Context: an optimization exercise on an open-source flow, tuned for small area and a short achievable clock period. The choices shown serve that exercise and are no tape-out recipe. In this exercise RTL edits were held to simulation tests only and were not proved equivalent to the original. Power is estimated from default activity; no workload was simulated.

==> garnet: inputs <==
==> flow/design.v <==
module p #(parameter DATA_WIDTH = 16, OUT_WIDTH = 32)
(
    input [DATA_WIDTH-1:0] a,
    input [DATA_WIDTH-1:0] b,
    output [OUT_WIDTH-1:0] c,
    output reg done,
    input clk,
    input rst
);
    localparam K = DATA_WIDTH;
    reg [K-1:0] areg;    
    reg [K-1:0] hi;      
    reg [K-1:0] lo;      
    reg one, two, neg;   
    reg [2:0] cnt;
    assign c = {hi, lo};
    wire one_n = rst ? b[0] : lo[1] ^ lo[2];
    wire two_n = rst ? b[1] & ~b[0] :
                 (lo[3] & ~lo[2] & ~lo[1]) | (~lo[3] & lo[2] & lo[1]);
    wire neg_n = rst ? b[1] : lo[3];
    wire [K:0] m = one ? {areg[K-1], areg} : two ? {areg, 1'b0} : {(K+1){1'b0}};
    wire [K:0] pp = m ^ {(K+1){neg}};
    wire [K+1:0] sum;
    pfx_add #(.W(K+2)) stepadd (.x({{2{hi[K-1]}}, hi}), .y({pp[K], pp}), .ci(neg), .s(sum));
    always @(posedge clk) begin
        areg <= a;
        one <= one_n;
        two <= two_n;
        neg <= neg_n;
        if (rst) begin
            hi <= 0;
            lo <= b;
            cnt <= 3'd0;
            done <= 1'b0;
        end else if (!done) begin
            hi <= sum[K+1:2];
            lo <= {sum[1:0], lo[K-1:2]};
            cnt <= cnt + 3'd1;
            done <= (cnt == 3'd7);
        end
    end
endmodule
`timescale 1ns / 1ps
module mac #(
    parameter DATA_WIDTH = 16,
              OUT_WIDTH = 32
)(
    input clk,
    input rst,
    input clr,
    input [DATA_WIDTH - 1: 0] a,
    input [DATA_WIDTH - 1: 0] b,
    output reg [OUT_WIDTH-1: 0] out
);
    wire ready;
    wire [OUT_WIDTH-1:0] pro;
    wire [OUT_WIDTH-1:0] acc;
    p #(.DATA_WIDTH(DATA_WIDTH), .OUT_WIDTH(OUT_WIDTH)) product (
        .a(a), .b(b), .c(pro), .done(ready), .clk(clk), .rst(rst)
    );
    pfx_add #(.W(OUT_WIDTH)) accadd (.x(out), .y(pro), .ci(1'b0), .s(acc));
    always @(posedge clk) begin
        if (clr)
            out <= 0;
        else if (ready && !rst)
            out <= acc;
    end
endmodule
module pfx_add #(parameter W = 32, KIND = 1) (
    input [W-1:0] x,
    input [W-1:0] y,
    input ci,
    output [W-1:0] s
);
    localparam L = (W <= 2) ? 1 : (W <= 4) ? 2 : (W <= 8) ? 3 : (W <= 16) ? 4 : (W <= 32) ? 5 : 6;
    wire [W-1:0] p0 = x ^ y;
    wire [W-1:0] g0 = {x[W-1:1] & y[W-1:1], (x[0] & y[0]) | (p0[0] & ci)};
    reg [W-1:0] g, pg;
    integer l, i, j;
    always @* begin
        g = g0;
        pg = p0;
        if (KIND == 0) begin
            for (l = 0; l < L; l = l + 1)
                for (i = 0; i < W; i = i + 1)
                    if ((i >> l) & 1) begin
                        j = ((i >> l) << l) - 1;
                        g[i] = g[i] | (pg[i] & g[j]);
                        pg[i] = pg[i] & pg[j];
                    end
        end else begin
            for (l = 0; l < L; l = l + 1)
                for (i = 0; i < W; i = i + 1)
                    if (((i + 1) % (2 << l)) == 0) begin
                        g[i] = g[i] | (pg[i] & g[i - (1 << l)]);
                        pg[i] = pg[i] & pg[i - (1 << l)];
                    end
            for (l = L - 2; l >= 0; l = l - 1)
                for (i = 0; i < W; i = i + 1)
                    if (((i + 1) % (2 << l)) == (1 << l) && i >= (2 << l)) begin
                        g[i] = g[i] | (pg[i] & g[i - (1 << l)]);
                        pg[i] = pg[i] & pg[i - (1 << l)];
                    end
        end
    end
    assign s = p0 ^ {g[W-2:0], ci};
endmodule
==> flow/flow/run.sh <==
#!/bin/bash
# Standard ORFS layout (the standard.sh), with port buffers of a plain buffer
# cell and setup repair aiming further below the clock period. Make's full output
# goes to flow_make.log; ORFS keeps each tool's log under orfs/logs.
set -euo pipefail
bash standard.sh \
  "BUFFER_PORTS_ARGS=-buffer_cell sky130_fd_sc_hd__buf_1" \
  SETUP_SLACK_MARGIN=8.6 "CTS_ARGS=-sink_clustering_enable -repair_clock_nets -dont_use_dummy_load -sink_clustering_size 40 -buf_list {sky130_fd_sc_hd__clkbuf_4 sky130_fd_sc_hd__clkbuf_8}" \
  finish > flow_make.log 2>&1
==> flow/standard.sh <==
#!/bin/bash
# synth_recipe.tcl (not shown) runs the flow's synth.tcl, then flattens the netlist and writes it again
# the make line also repeats each setting of config.mk as NAME=value (left out here)
make -C /OpenROAD-flow-scripts/flow DESIGN_CONFIG=/design/flow/config.mk WORK_HOME=/design/flow/orfs CLKGATE_MAP_FILE= SYNTH_SCRIPT=/design/flow/synth_recipe.tcl "${@:-finish}"
==> flow/config.mk <==
export PLATFORM = sky130hd
export DESIGN_NAME = mac
export DESIGN_NICKNAME = mac
export VERILOG_FILES = /design/flow/design.v
export SDC_FILE = /design/flow/constraint.sdc
export NUM_CORES = 4
export LEC_CHECK = 0
export ABC_AREA = 1
export CAP_MARGIN = 20
export CORE_MARGIN = 2
export CORE_UTILIZATION = 40
export PLACE_DENSITY = 0.7
export SLEW_MARGIN = 20
==> flow/constraint.sdc <==
create_clock -name core_clock -period 12.0 [get_ports {clk}]
set_input_delay 2.4000 -clock core_clock [delete_from_list [all_inputs] [get_ports {clk}]]
set_output_delay 2.4000 -clock core_clock [all_outputs]
set_load 0.01 [all_outputs]
==> yarrow (differences from garnet) <==
--- a/flow/flow/run.sh
+++ b/flow/flow/run.sh
@@ -7,3 +7,3 @@
   "BUFFER_PORTS_ARGS=-buffer_cell sky130_fd_sc_hd__buf_1" \
-  SETUP_SLACK_MARGIN=8.6 "CTS_ARGS=-sink_clustering_enable -repair_clock_nets -dont_use_dummy_load -sink_clustering_size 40 -buf_list {sky130_fd_sc_hd__clkbuf_4 sky130_fd_sc_hd__clkbuf_8}" \
+  SETUP_SLACK_MARGIN=8.7 "CTS_ARGS=-sink_clustering_enable -repair_clock_nets -dont_use_dummy_load -sink_clustering_size 40 -buf_list {sky130_fd_sc_hd__clkbuf_4 sky130_fd_sc_hd__clkbuf_8}" SKIP_GATE_CLONING=1 \
   finish > flow_make.log 2>&1
Settings changed: PLACE_DENSITY 0.7 to default.
==> qor summary <==
Result of the run: garnet no timing/DRC/antenna violations; yarrow no timing/DRC/antenna violations
Capture point of the critical path: garnet out[24]; yarrow out[27]
Routed wire length: garnet 11.15 mm; yarrow 10.76 mm
Wire length of the first global-routing pass: garnet 18.16 mm; yarrow 17.66 mm
Number of standard cells in the layout, taps in and fillers out: garnet 821; yarrow 833
Total track usage: garnet 17.20%; yarrow 16.81%
Longest individual stage delay on the worst path: garnet 0.40 ns; yarrow 0.37 ns
Internal power: garnet 525.3 µW; yarrow 522.8 µW
Combinational Power: garnet 281 µW; yarrow 274 µW
Part of the total power dissipated in the clock network: garnet 19.8%; yarrow 20.0%
FF+latch area: garnet 0.001916 mm²; yarrow 0.001961 mm²
Buffers excl. clock: garnet 73; yarrow 86
Worst slew margin relative to its limit: garnet 52.11%; yarrow 54.54%
Worst hold margin: garnet 0.4680 ns; yarrow 0.4786 ns
Total Power: garnet 818.7 µW; yarrow 810.8 µW
Layout Cell Area excl Fill: garnet 0.005703 mm²; yarrow 0.005882 mm²
Power per unit of standard cell area: garnet 143.6 mW/mm²; yarrow 137.9 mW/mm²
Critical register-to-register path endpoint: garnet product.hi[11]; yarrow product.hi[13]
Fillcell total: garnet 1239; yarrow 1261
Buffers inserted during post-CTS setup optimization: garnet 4; yarrow 6
Area Growth Syn to Fin: garnet 12.16%; yarrow 15.67%
Fraction of layout cells with a size suffix above 1: garnet 8.320%; yarrow 18.15%
Number of iterations in the first detailed-routing pass: garnet 5; yarrow 4
Clk slew on worst S/H paths: garnet 0.08 ns; yarrow 0.07 ns

==> static timing again, ports no longer ideal <==
The results above use ideal ports. As a check the final layouts listed here were re-extracted and re-timed, cells and wires unchanged. Step 1 assumes that a clkbuf_16 drives the clock port and a buf_2 every other input. Step 2 moves the port delays by t, midway between the first and last clock arrival at a register: inputs arrive t later, outputs are due t later. That takes back most of the time a late clock gives input paths. a / b / c = ideal ports / drivers / drivers and shift; a / b = the first two.
run | shift t [ns] | setup slack, ns | hold slack, ns
garnet | 0.392 | 8.654 / 8.621 / 8.344 | 0.468 / 0.468 / 0.468
yarrow | 0.397 | 8.734 / 8.701 / 8.441 | 0.479 / 0.479 / 0.479
After both steps every run listed still meets setup and hold. The setup slack of garnet, which loses most, moves by -0.033 ns with the drivers and by -0.310 ns with both steps.
